This is an optimization exercise on Yosys and OpenROAD, whose aim is small area, not a production implementation. The RTL was checked by simulation tests, not by an equivalence proof against the original design.

## flow/design.v (module list and top-level ports; edited modules follow where they fit)
// module fadd: 4 lines
// module pgp: 4 lines
// module xnr: 3 lines
// module nnd: 3 lines
// module caoi: 3 lines
// module coai: 3 lines
// module incb: 3 lines
// module cgen: 3 lines
// module top_module: 11960 lines
module top_module #(parameter N = 31, M = 31) (
  input signed [N:0] a, input signed [N:0] b, input signed [N:0] p, input signed [N:0] q,
  input clk, input rst, rst1,
  output signed [N:0] af, output signed [N:0] bf, output signed [N:0] pf, output signed [N:0] qf,
  output [M:0] output_angle_vec, output [M:0] output_angle_rot);
  // ...
==> flow/flow/run.sh <==
#!/bin/bash
# Own flow: the standard layout (standard.sh, unchanged synthesis and steps), with
#  - port buffers made from the smallest buffer cell instead of clkdlybuf4s50_1, and
#  - the clock tree built without dummy loads and with larger leaf clusters.
# Every ORFS step writes its full log under orfs/logs/; this script's own output goes to
# run_flow.log in the work folder.
set -euo pipefail
exec > >(tee -a run_flow.log) 2>&1
export BUFFER_PORTS_ARGS="-buffer_cell sky130_fd_sc_hd__buf_1"
export CTS_ARGS="-sink_clustering_enable -repair_clock_nets -dont_use_dummy_load -buf_list sky130_fd_sc_hd__clkbuf_16 -sink_clustering_size 24 -sink_clustering_max_diameter 80"
bash standard.sh
==> flow/standard.sh <==
#!/bin/bash
# synth_recipe.tcl (not shown) runs the flow's synth.tcl, then flattens the netlist and writes it again
# the make line also repeats each setting of config.mk as NAME=value (left out here)
make -C /OpenROAD-flow-scripts/flow DESIGN_CONFIG=/design/flow/config.mk WORK_HOME=/design/flow/orfs CLKGATE_MAP_FILE= SYNTH_SCRIPT=/design/flow/synth_recipe.tcl "${@:-finish}"
==> flow/config.mk <==
export PLATFORM = sky130hd
export DESIGN_NAME = top_module
export DESIGN_NICKNAME = top_module
export VERILOG_FILES = /design/flow/design.v
export SDC_FILE = /design/flow/constraint.sdc
export NUM_CORES = 4
export LEC_CHECK = 0
export CAP_MARGIN = 20
export CORE_MARGIN = 2
export CORE_UTILIZATION = 55
export PLACE_DENSITY = 0.7
export SLEW_MARGIN = 20
export SYNTH_HIERARCHICAL = 1
==> flow/constraint.sdc <==
create_clock -name core_clock -period 8.0 [get_ports {clk}]
set_input_delay 1.6000 -clock core_clock [delete_from_list [all_inputs] [get_ports {clk}]]
set_output_delay 1.6000 -clock core_clock [all_outputs]
set_load 0.01 [all_outputs]
==> results.toml, run 1 <==
[clock_tree]
path_clk_slew_ns = 0.10
postCtsSetupRepairBufs = 0
h-tree-depth = 4
cts_buffers = 158

[worst_setup_path]
regToRegStartpoint = "angv_r[11]"
critPathKind = "flop to flop"
regToRegSetupSlack_ns = 0.17
worstPathMaxFanout = 7
cp-end-kind = "flop"
crit_end = "rot_y6[26]"
r2r_end = "rot_y6[26]"
crit_required_ns = 8.71

[layout]
n_fill_cell = 23900
seqCellArea_um2 = 54600
largest_cell_class = "multi-input gates"
clock_cell_area_share_pct = 2.27

[global_routing]
grt_pass1_vias = 97600
use_met2_pct = 41.3
grt_remaining_overflow = 0
top_usage_layer = "met2"
antenna_found_initial = 4

[outcome]
run_status = "complete, no violations"

[logic_synthesis]
synthAdderAreaFrac_pct = 34.9
yosys.area_share.xor_xnor_pct = 18.4
synth_commonest_cells = "dfxtp_1 (2725), fa_1 (2177), xnor2_1 (1857)"
synth_top_family_by_area = "adder cells"

[routing]
wl_met1_um = 147000
num_vias = 91100
dr_wl_met2_um = 173000

[placement]
dpl_worst_slack_ns = 0.00953
placedCellCount = 17600

[sta]
setup_viol = 0
max_freq_mhz = 128

[job]
cap_violations = 0

[hold_path]
min_to = "vec_d9[5]"
hold_class = "flop to flop"
==> inputs of run 2 (changes only) <==
--- a/flow/config.mk
+++ b/flow/config.mk
@@ -7,7 +7,7 @@
 export LEC_CHECK = 0
 export CAP_MARGIN = 20
 export CORE_MARGIN = 2
-export CORE_UTILIZATION = 55
-export PLACE_DENSITY = 0.7
+export CORE_UTILIZATION = 40
+export PLACE_DENSITY = 0.6
 export SLEW_MARGIN = 20
 export SYNTH_HIERARCHICAL = 1
==> run 2 against run 1 <==
Still clean. Final cell count increased by 8.8%. Cell area increased by 1.4%. Critical path depth increased by 2. Critical endpoint is now rot_y9[31].
==> results.toml, run 2 <==
[layout]
fin_util_pct = 43.7
most-common-layout-cells = "dfxtp_1 (2706), fa_1 (2177), xnor2_1 (1845)"
layout.cells.most_common = "dfxtp_1"
fin_nets = 17300
n_fill_cell = 37600
drive_gt1_share_pct = 6.14
final_cells = 19400
area_growth_pct = 8.73

[clock_tree]
cts_sinks = 2725
cts-root-buf = "clkbuf_16"
cts_tree = "built"
cts_hold_buf = 0
path_clk_slew_ns = 0.09
clk_latency_ns = 0.88
cts.path.max_buffers = 4
h-tree-depth = 4
cts_buffers = 159

[routing]
ant_nets = 0
wl_um = 339000
drc = 0
num_vias = 90100
firstDrtPassIters = 7
wl_per_cell_um = 17.5
drtIter0Drc = 3857
viasPerCell = 4.65

[floorplan]
start_util_pct = 40.2
dieArea_um2 = 410000
num_rows = 233
ios = 323
die_height_um = 641
fp.dieW_um = 641
core_area_um2 = 403000

[sta]
relSlewSlack_pct = 34.7
finalCritPeriodShare_pct = 95.5
final.setup.tns_ns = 0
setup_slack_ns = 0.362
tightest_slew_ns = 0.973
min_period_ns = 7.64
max_freq_mhz = 131
hold_viol = 0
setup_viol = 0
finClkSkew_ns = 0.120
slew_violations = 0

[logic_synthesis]
synthCells = 13400
avgSynthCellArea_um2 = 12.1
syn-cell-area_um2 = 162000
synth-edff-count = 0
ys_async_sr_fraction_pct = 0
ys_ff_latch = 2725
yosys.area.top_type = "dfxtp_1"
yosys_most_used_dff = "dfxtp_1"
synth_warnings = 7
yosysMostFrequentCell = "dfxtp_1"
synth_commonest_cells = "dfxtp_1 (2725), fa_1 (2177), xnor2_1 (1857)"
synth_top_area_share_pct = 33.7
yosysUniqueCellTypes = 62
seq_area_frac_synth_pct = 33.7
ys_top_cells_by_area = "dfxtp_1 (34%), fa_1 (27%), xnor2_1 (10%)"

[worst_setup_path]
crit_required_ns = 8.71
cp.arrival_ns = 8.34
start_kind = "flop"
worstPathMaxFanout = 9
critPathKind = "flop to flop"
cp-end-kind = "flop"

[hold_path]
hold_class = "flop to flop"

[global_routing]
grt_remaining_overflow = 0
grt_pass1_vias = 97200
grt_usage_pct = 16.9
antenna_found_initial = 6
grt_max_degree = 133
grt_pass1_wl_um = 546000

[job]
cap_violations = 0

[placement]
dpl_worst_slack_ns = -0.177
place_congestion = 0.887
portBuffers = 320
placedCellCount = 19200
dp_hpwl_um = 282000

[outcome]
run_status = "complete, no violations"
==> run 2: final timing paths <==
kind                   start         end  slack, ns  cells past startpoint
setup / recovery  angv_r[11]  rot_y9[31]       0.36                     26
hold / removal     vec_d8[0]   vec_d9[0]       0.30                      0
setup reg to reg  angv_r[11]  rot_y9[31]       0.36                     26
hold reg to reg    vec_d8[0]   vec_d9[0]       0.30                      0
==> run 2: logic make-up after synthesis <==
kind of cell	count (synthesis)	synth area share, %
xor gates and xnor gates	3414	18.4
adders and majority gates	3220	34.9
AOI/OAI and AO/OA	997	4.23
and+or+nand+nor	2024	6.19
buffers and inverters	1018	2.49
DFF	2725	33.7
other	2	0.00463
muxes	9	0.0556
==> run 2: layout make-up <==
cell class / instances / area (µm²) / area share [%]
Multi-Input combinational cell: 9681 / 104000 / 59.0
Sequential cell: 2725 / 54600 / 31.0
Tap cell: 5405 / 6760 / 3.84
Timing Repair Buffer: 694 / 4270 / 2.42
Clock buffer: 159 / 3980 / 2.26
Inverter: 717 / 2700 / 1.53
Antenna cell: 8 / 20.0 / 0.0114
==> run 2: per-module statistics from Yosys, one instance, submodules excluded, excerpt <==
| module | cell area [µm²] | flip-flops and latches |
|---|---|---|
| xnr | 8.76 | 0 |
| caoi | 8.76 | 0 |
| fadd | 20.0 | 0 |
| top_module | 110000 | 2725 |
| coai | 5.00 | 0 |
| pgp | 12.5 | 0 |
==> run 2: routing by layer <==
metal,vias up,share of wire [%],GRT usage [%]
li1,44400,-,-
met2,1100,49,29.3
met5,-,0,0
met4,0,2.5,3.91
met1,44200,46,22.6
met3,400,3.1,1.79
==> run 2: what timing repair did <==
action / CTS / global route
resized for setup: 3 / 17
cloned: 0 / 0
pin swaps: 1 / 10
setup buffers: 0 / 11
endpoints found under the setup margin: 9 / 84
==> run 2: metrics by stage <==
step                hold slack (ns)  cell area [µm²]
global placement              0.310           172000
finish                        0.302           176000
detailed placement            0.312           172000
global route                  0.306           176000
floorplan                     0.310           162000
CTS                           0.297           176000
==> run 2: critical path: stages, from the launching register on <==
cell and delay (ns):
dfxtp_4 0.38, buf_8 0.16, ha_1 0.30, and3_1 0.20, a221o_1 0.37, a221oi_2 0.26
nand2_1 0.17, a21oi_4 0.36, buf_4 0.17, buf_4 0.16, xnor2_1 0.10, fa_1 0.41
fa_1 0.38, fa_1 0.39, fa_1 0.39, fa_1 0.39, fa_1 0.39, fa_1 0.39
fa_1 0.39, fa_1 0.42, and4_2 0.30, a31oi_1 0.17, buf_4 0.17, nor4b_1 0.06
o211ai_1 0.36, nor3_1 0.11, xor2_1 0.15
==> inputs of run 3 (changes only) <==
--- a/flow/flow/run.sh
+++ b/flow/flow/run.sh
@@ -7,5 +7,5 @@
 set -euo pipefail
 exec > >(tee -a run_flow.log) 2>&1
 export BUFFER_PORTS_ARGS="-buffer_cell sky130_fd_sc_hd__buf_1"
-export CTS_ARGS="-sink_clustering_enable -repair_clock_nets -dont_use_dummy_load -buf_list sky130_fd_sc_hd__clkbuf_16 -sink_clustering_size 24 -sink_clustering_max_diameter 80"
+export CTS_ARGS="-sink_clustering_enable -repair_clock_nets -dont_use_dummy_load -buf_list sky130_fd_sc_hd__clkbuf_8 -sink_clustering_size 16 -sink_clustering_max_diameter 60"
 bash standard.sh
==> run 3 against run 2 <==
Worst setup slack got worse by 0.030 ns. Final cell count rose by 0.41%. Clock skew rose by 0.049 ns. Sequential share of layout area rose by 0.12 points. Via count rose by 0.20%. Non-clock buffer count fell by 5. Die area did not move. Cell area fell by 0.38%. Utilization fell by 0.17 points. Critical path type unchanged. Largest cell class unchanged. Highest routed layer is now met5.
==> results.toml, run 3 <==
[logic_synthesis]
synth-edff-count = 0
synth_top_area_share_pct = 33.7
ys_top_cells_by_area = "dfxtp_1 (34%), fa_1 (27%), xnor2_1 (10%)"
ys_async_sr_fraction_pct = 0
yosysMostFrequentCell = "dfxtp_1"
syn-cell-area_um2 = 162000
synth_commonest_cells = "dfxtp_1 (2725), fa_1 (2177), xnor2_1 (1857)"
avgSynthCellArea_um2 = 12.1
ys_ff_latch = 2725
synthCells = 13400
yosysUniqueCellTypes = 62
seq_area_frac_synth_pct = 33.7
synth_warnings = 7
yosys.area.top_type = "dfxtp_1"
yosys_most_used_dff = "dfxtp_1"

[clock_tree]
clk_latency_ns = 1.12
cts_sinks = 2725
cts_tree = "built"
cts.path.max_buffers = 4
cts-root-buf = "clkbuf_8"
cts_hold_buf = 0
cts_buffers = 244
h-tree-depth = 4
path_clk_slew_ns = 0.08

[layout]
layout.cells.most_common = "dfxtp_1"
n_fill_cell = 37700
drive_gt1_share_pct = 6.64
fin_nets = 17400
area_growth_pct = 8.32
most-common-layout-cells = "dfxtp_1 (2708), fa_1 (2177), xnor2_1 (1845)"
final_cells = 19500

[sta]
hold_ws_ns = 0.216
finClkSkew_ns = 0.169
tightest_slew_ns = 0.940
slew_violations = 0
relSlewSlack_pct = 36.9
max_freq_mhz = 130
min_period_ns = 7.67
final.setup.tns_ns = 0
setup_viol = 0
finalCritPeriodShare_pct = 95.9
hold_viol = 0

[floorplan]
fp.dieW_um = 641
num_rows = 233
die_height_um = 641
start_util_pct = 40.2
ios = 323
dieArea_um2 = 410000
core_area_um2 = 403000

[worst_setup_path]
cpMostUsedCell = "fa_1"
cp.arrival_ns = 8.53
worstRegToRegCells = 26
worstPathMaxFanout = 10
critPathMaxStageDelay_ns = 0.49
crit_slowest_cell = "a2111oi_0"
regToRegStartpoint = "angv_r[17]"
crit_required_ns = 8.86
start_kind = "flop"
r2r_end = "rot_y9[29]"
critPathKind = "flop to flop"
regToRegSetupSlack_ns = 0.33
cp-end-kind = "flop"

[global_routing]
antenna_found_initial = 7
grt_usage_pct = 16.9
grt_pass1_vias = 97800
grt_pass1_wl_um = 547000
grt_remaining_overflow = 0
grt_max_degree = 133

[routing]
ant_nets = 0
num_vias = 90300
wl_per_cell_um = 17.5
drtIter0Drc = 3867
firstDrtPassIters = 8
drc = 0
wl_um = 340000
viasPerCell = 4.64

[hold_path]
hold_class = "flop to flop"
holdCritStartpoint = "vec_d14[12]"
min_to = "vec_d15[12]"
hold_depth = 0

[placement]
placedCellCount = 19200
dp_hpwl_um = 282000
portBuffers = 320
place_congestion = 0.887

[job]
cap_violations = 0

[outcome]
run_status = "complete, no violations"
## run 3: timing repair
item / CTS / global route
endpoints found under the setup margin: 9 / 65
gates resized for setup: 2 / 13
gates cloned: 0 / 0
pin swaps: 1 / 7
setup buffers: 0 / 6
## run 3: area by class of cell
| type | count | area (µm²) | area share [%] |
|---|---|---|---|
| multi-input combinational | 9681 | 104000 | 59.2 |
| sequential | 2725 | 54600 | 31.1 |
| tap | 5405 | 6760 | 3.85 |
| timing repair buffer | 689 | 4230 | 2.41 |
| clock buffer | 244 | 3360 | 1.91 |
| inverter | 717 | 2700 | 1.54 |
| antenna | 8 | 20.0 | 0.0114 |
## run 3: worst max-delay path by stage
stage,slack (ns),end,start,depth (start not counted)
detailed placement,-0.18,rot_y2[31],rot_d1[0],29
global route,-0.02,rot_y9[29],angv_r[10],26
global placement,-0.17,rot_y2[31],rot_d1[0],29
floorplan,0.13,rot_y7[30],angv_r[10],25
CTS,0.006,rot_y10[30],rot_a9[11],24
finish,0.33,rot_y9[29],angv_r[17],26
## run 3: cells by family (layout without fill, tap and decap cells)
kind of cell             after synthesis  in the layout  share of synthesized area (%)
multiplexers                           9              9                         0.0556
AO/OA/AOI/OAI                        997            997                           4.23
buffers and inverters               1018           1650                           2.49
XOR/XNOR                            3414           3414                           18.4
flip-flops                          2725           2725                           33.7
adder cells (fa/ha/maj)             3220           3220                           34.9
AND/OR/NAND/NOR                     2024           2024                           6.19
other                                  2             25                        0.00463
## run 3: stage by stage
| stage | setup WS, ns | util, % | area, µm² |
|---|---|---|---|
| finish | 0.332 | 43.6 | 176000 |
| global placement | -0.167 | 42.7 | 172000 |
| CTS | 0.00586 | 43.5 | 175000 |
| detailed placement | -0.177 | 42.7 | 172000 |
| global route | -0.0221 | 43.5 | 176000 |
| floorplan | 0.133 | - | 162000 |
## run 3: per-layer routing
| layer | GRT usage [%] | share of wire (%) | vias to the layer above |
|---|---|---|---|
| met4 | 4.11 | 2.6 | 2 |
| li1 | - | - | 44500 |
| met1 | 22.6 | 46 | 44200 |
| met2 | 29.3 | 48 | 1130 |
| met5 | 0 | 0.0038 | - |
| met3 | 1.92 | 3.3 | 459 |
## run 3: modules after synthesis (local to each module, per instance)
module	copies in the design	cells	area (µm²)
top_module	1	10100	110000
fadd	2177	1	20.0
coai	213	1	5.00
xnr	218	1	8.76
pgp	239	1	12.5
caoi	231	1	8.76
nnd	213	1	3.75
## run 3: worst max-delay path, delay by kind of cell (launching register included)
| kind | cells | cell delay, ns |
|---|---|---|
| AOI/OAI and AO/OA | 7 | 1.65 |
| xor gates and xnor gates | 2 | 0.25 |
| adders and majority gates | 10 | 3.81 |
| buffers and inverters | 4 | 0.77 |
| DFF | 1 | 0.48 |
| and+or+nand+nor | 3 | 0.45 |
==> inputs of run 4 (changes only) <==
--- a/flow/config.mk
+++ b/flow/config.mk
@@ -7,7 +7,7 @@
 export LEC_CHECK = 0
 export CAP_MARGIN = 20
 export CORE_MARGIN = 2
-export CORE_UTILIZATION = 40
-export PLACE_DENSITY = 0.6
+export CORE_UTILIZATION = 55
+export PLACE_DENSITY = 0.7
 export SLEW_MARGIN = 20
 export SYNTH_HIERARCHICAL = 1
==> run 4 against run 3 <==
Maximum frequency shrank 1.1%. Synthesized cell count is the same. Via count grew 1.3%.
==> results.toml, run 4 <==
[layout]
layout.cells.most_common = "dfxtp_1"
most-common-layout-cells = "dfxtp_1 (2706), fa_1 (2177), xnor2_1 (1845)"
drive_gt1_share_pct = 6.14
area_growth_pct = 6.75
fin_nets = 17300
fin_area_um2 = 173000

[sta]
max_freq_mhz = 129
setup_viol = 0
finClkSkew_ns = 0.203
tightest_slew_ns = 0.976
hold_ws_ns = 0.276
hold_viol = 0
final.setup.tns_ns = 0
slew_violations = 0
min_period_ns = 7.75
relSlewSlack_pct = 34.6
finalCritPeriodShare_pct = 96.9

[logic_synthesis]
seq_area_frac_synth_pct = 33.7
synth-edff-count = 0
yosysMostFrequentCell = "dfxtp_1"
synth_top_area_share_pct = 33.7
ys_async_sr_fraction_pct = 0
ys_ff_latch = 2725
yosysUniqueCellTypes = 62
ys_top_cells_by_area = "dfxtp_1 (34%), fa_1 (27%), xnor2_1 (10%)"
synthCells = 13400
synth_warnings = 7
syn-cell-area_um2 = 162000
yosys.area.top_type = "dfxtp_1"
avgSynthCellArea_um2 = 12.1
yosys_most_used_dff = "dfxtp_1"
synth_commonest_cells = "dfxtp_1 (2725), fa_1 (2177), xnor2_1 (1857)"

[floorplan]
core_area_um2 = 294000
dieArea_um2 = 299000
start_util_pct = 55.2
ios = 323
num_rows = 199
die_height_um = 547
fp.dieW_um = 547

[routing]
drc = 0
viasPerCell = 5.12
num_vias = 91500
wl_per_cell_um = 19.1
drtIter0Drc = 4628
ant_nets = 0
firstDrtPassIters = 6
wl_um = 342000

[worst_setup_path]
cpMostUsedCell = "fa_1"
cp.arrival_ns = 8.65
crit_family = "adder cells"
critPathKind = "flop to flop"
path_buf_inv = 3
cp-end-kind = "flop"
start_kind = "flop"
worstPathMaxFanout = 7
crit_required_ns = 8.90
crit_slowest_cell = "fa_1"
critPathMaxStageDelay_ns = 0.43

[placement]
dpl_cell_area_um2 = 170000
portBuffers = 320
place_congestion = 0.961
dp_hpwl_um = 282000

[clock_tree]
cts_tree = "built"
path_clk_slew_ns = 0.09
cts_hold_buf = 0
cts_sinks = 2725
cts-root-buf = "clkbuf_8"
cts_buffers = 231
h-tree-depth = 4
cts.path.max_buffers = 4
clk_latency_ns = 1.10

[global_routing]
grt_remaining_overflow = 0
grt_pass1_wl_um = 546000
grt_max_degree = 92
grt_usage_pct = 23.3
antenna_found_initial = 6
grt_pass1_vias = 97800

[hold_path]
hold_class = "flop to flop"

[job]
cap_violations = 0

[outcome]
run_status = "complete, no violations"
[run 4: cell counts after synthesis]
No cell type changed its count.
[run 4: what timing repair did]
action	in CTS	in global routing
cloned	0	0
setup buffers	0	15
resized for setup	2	34
endpoints found under the setup margin	13	78
pin swaps	1	7
[run 4: metal layers]
metal	GRT usage, %	vias to the layer above	part of all wire (%)
met5	0	-	0
met1	30.2	45200	43
met3	2.78	483	3.7
li1	-	44300	-
met4	6.03	0	3.0
met2	41.1	1490	50
[run 4: cell families after synthesis]
logic type               count (synthesis)  synth area share [%]
AO/OA/AOI/OAI                          997                  4.23
XOR/XNOR                              3414                  18.4
adder cells (fa/ha/maj)               3220                  34.9
buffers and inverters                 1018                  2.49
flip-flops                            2725                  33.7
multiplexers                             9                0.0556
other                                    2               0.00463
AND/OR/NAND/NOR                       2024                  6.19
[run 4: final cells by class]
class / count / area (µm²)
timing repair buffer: 608 / 3640
multi-input combinational: 9681 / 104000
inverter: 717 / 2690
fill: 24100 / 121000
sequential: 2725 / 54600
tap: 3919 / 4900
antenna: 7 / 17.5
clock buffer: 231 / 3180
[run 4: worst paths after layout]
check	slack [ns]	depth (start not counted)	end	from
max	0.25	25	rot_y6[26]	angv_r[11]
max reg2reg	0.25	25	rot_y6[26]	angv_r[11]
min reg2reg	0.28	0	vec_d12[10]	vec_d11[10]
min	0.28	0	vec_d12[10]	vec_d11[10]
[run 4: per-module statistics from Yosys, one instance, submodules excluded]
| module | flops+latches | area (µm²) |
|---|---|---|
| caoi | 0 | 8.76 |
| coai | 0 | 5.00 |
| fadd | 0 | 20.0 |
| nnd | 0 | 3.75 |
| pgp | 0 | 12.5 |
| top_module | 2725 | 110000 |
| xnr | 0 | 8.76 |
[run 4: stage by stage]
| stage | utilization [%] | worst slack (ns) | cells |
|---|---|---|---|
| floorplan | - | 0.133 | 13400 |
| global placement | 57.7 | -0.116 | 17600 |
| detailed placement | 57.7 | 0.00953 | 17600 |
| CTS | 58.8 | 0.0674 | 17900 |
| global route | 58.9 | -0.0443 | 17900 |
| finish | 58.9 | 0.246 | 17900 |
==> inputs of run 5 (changes only) <==
--- a/flow/config.mk
+++ b/flow/config.mk
@@ -5,9 +5,9 @@
 export SDC_FILE = /design/flow/constraint.sdc
 export NUM_CORES = 4
 export LEC_CHECK = 0
-export CAP_MARGIN = 20
+export CAP_MARGIN = 10
 export CORE_MARGIN = 2
 export CORE_UTILIZATION = 55
 export PLACE_DENSITY = 0.7
-export SLEW_MARGIN = 20
+export SLEW_MARGIN = 10
 export SYNTH_HIERARCHICAL = 1
==> run 5 against run 4 <==
Register-to-register slack barely moved. Still clean on timing, DRC and antenna. Global-route usage is 0.075 points higher.
==> results.toml, run 5 <==
[routing]
drtIter0Drc = 4374
wl_per_cell_um = 19.2
num_vias = 91300
drc = 0
maxUsedRoutingLayer = "met4"
wl_met1_um = 147000
dr_wl_met2_um = 172000
viasPerCell = 5.11
firstDrtPassIters = 6
ant_nets = 0
wl_um = 342000
met3_length_um = 12600

[sta]
finalCritPeriodShare_pct = 97.0
setup_viol = 0
grt_setup_unrepaired = "true"
hold_ws_ns = 0.278
setup_slack_ns = 0.241
final.setup.tns_ns = 0
slew_violations = 0
tightest_slew_ns = 1.14
min_period_ns = 7.76
finClkSkew_ns = 0.180
max_freq_mhz = 129
hold_viol = 0
relSlewSlack_pct = 23.1

[layout]
area_growth_pct = 6.68
drive_gt1_share_pct = 6.06
fin_nets = 17300
layout.cells.most_common = "dfxtp_1"
final_cells = 17900
fin_util_pct = 58.9
most-common-layout-cells = "dfxtp_1 (2705), fa_1 (2177), xnor2_1 (1847)"

[global_routing]
antenna_found_initial = 6
grt_max_degree = 92
grt_pass1_wl_um = 547000
grt_pass1_vias = 98000
grt_remaining_overflow = 0
grt_usage_pct = 23.3

[clock_tree]
cts_tree = "built"
h-tree-depth = 4
path_clk_slew_ns = 0.10
clk_latency_ns = 1.07
cts-root-buf = "clkbuf_8"
cts_hold_buf = 0
cts_sinks = 2725
cts_buffers = 228
cts.path.max_buffers = 4

[logic_synthesis]
yosys.area.top_type = "dfxtp_1"
ys_async_sr_fraction_pct = 0
yosys_most_used_dff = "dfxtp_1"
synth_commonest_cells = "dfxtp_1 (2725), fa_1 (2177), xnor2_1 (1857)"
avgSynthCellArea_um2 = 12.1
ys_top_cells_by_area = "dfxtp_1 (34%), fa_1 (27%), xnor2_1 (10%)"
ys_ff_latch = 2725
yosysUniqueCellTypes = 62
synth_top_area_share_pct = 33.7
seq_area_frac_synth_pct = 33.7
yosysMostFrequentCell = "dfxtp_1"
syn-cell-area_um2 = 162000
synthCells = 13400
synth_warnings = 7
synth-edff-count = 0

[worst_setup_path]
critPathKind = "flop to flop"
crit_required_ns = 8.83
start_kind = "flop"
cp-end-kind = "flop"
regToRegSetupSlack_ns = 0.24
worstPathMaxFanout = 7
cp.arrival_ns = 8.59

[placement]
dpl_worst_slack_ns = -0.187
portBuffers = 320
dp_hpwl_um = 282000
placedCellCount = 17600
place_congestion = 0.961

[outcome]
run_status = "complete, no violations"

[floorplan]
start_util_pct = 55.2
core_area_um2 = 294000
num_rows = 199
die_height_um = 547
fp.dieW_um = 547
dieArea_um2 = 299000
ios = 323

[job]
cap_violations = 0

[hold_path]
hold_class = "flop to flop"
==> run 5: changes by cell type in the layout (fill, tap and decap cells not counted), moves of 2 or more <==
cell      previous run  this run
o21ai_2              9        11
xnor2_2             12        10
clkbuf_8           231       229
diode_2              7         3
buf_6                5         3
xnor2_1           1845      1847
buf_4              261       257
a31oi_2              3         0
a31oi_1             14        17
o21ai_1            205       203
==> run 5: final timing paths <==
kind	from	to	cells after the start
hold / removal	vec_d4[1]	vec_d5[1]	0
setup / recovery	angv_r[11]	rot_y6[31]	24
setup reg to reg	angv_r[11]	rot_y6[31]	24
hold reg to reg	vec_d4[1]	vec_d5[1]	0
==> run 5: critical path: stages, from the launching register on <==
cell and delay [ns]:
dfxtp_1 0.40, buf_4 0.25, ha_1 0.27, and3_1 0.20, a221o_1 0.35, a221oi_1 0.28, nand2_1 0.22, a21oi_4 0.23
buf_12 0.16, xnor2_1 0.09, fa_1 0.43, fa_1 0.39, fa_1 0.39, fa_1 0.39, fa_1 0.40, fa_1 0.41
fa_1 0.39, fa_1 0.39, fa_1 0.42, and4_1 0.29, a31oi_1 0.34, nor4b_2 0.12, o211ai_1 0.43, nor3_1 0.12
xor2_1 0.16
==> run 5: timing repair <==
action,4_1_cts,5_1_grt
setup buffers,0,10
resized for setup,3,34
setup endpoints to repair,21,82
pin swaps,1,6
==> run 5: cell families after synthesis <==
logic type | count (synthesis) | synth area share [%]
AOI/OAI and AO/OA | 997 | 4.23
xor gates and xnor gates | 3414 | 18.4
adders and majority gates | 3220 | 34.9
buffers and inverters | 1018 | 2.49
DFF | 2725 | 33.7
muxes | 9 | 0.0556
other | 2 | 0.00463
and+or+nand+nor | 2024 | 6.19
==> run 5: layout make-up <==
class	count	area, µm²
fillers	24100	121000
repair buffers	602	3600
multi-input cells	9681	104000
clock buffers	228	3140
inverters	717	2690
flip-flops and latches	2725	54600
well taps	3919	4900
diodes	3	7.51
==> run 5: per-module statistics from Yosys, one instance, submodules excluded <==
module | cells | flip-flops and latches
caoi | 1 | 0
coai | 1 | 0
fadd | 1 | 0
nnd | 1 | 0
pgp | 1 | 0
top_module | 10100 | 2725
xnr | 1 | 0
==> run 5: per-layer routing <==
metal | global-route usage (%) | vias up
met2 | 41.2 | 1474
met5 | 0 | -
met1 | 30.3 | 45000
li1 | - | 44300
met4 | 6.29 | 0
met3 | 2.72 | 500
==> run 5: stage by stage <==
step | cell area, µm²
floorplan | 162000
global placement | 170000
detailed placement | 170000
CTS | 173000
global route | 173000
finish | 173000

[afterwards: timing with drivers on the ports]
In the flow no input, the clock included, has a driving cell. The finished layouts below were timed again as built, in two steps.
Step 1 assumes that a clkbuf_16 drives the clock port and a buf_2 every other input.
Step 2, shift: input delay + t, output delay - t, t = (earliest + latest rising clock arrival at the registers) / 2. This alone moves slack from input paths to output paths.
a / b / c = ideal ports / drivers / drivers and shift; a / b = the first two.
| run | t, ns | setup slack, ns | worst slew at a driven data input, ns |
|---|---|---|---|
| run 1 | 0.923 | 0.174 / 0.174 / 0.174 | 0.16 |
| run 2 | 0.944 | 0.362 / 0.362 / 0.362 | 0.04 |
| run 3 | 1.150 | 0.332 / 0.332 / 0.332 | 0.04 |
| run 4 | 1.098 | 0.246 / 0.246 / 0.246 | 0.15 |
| run 5 | 1.081 | 0.241 / 0.241 / 0.241 | 0.13 |
After both steps setup and hold are still met in every run listed.
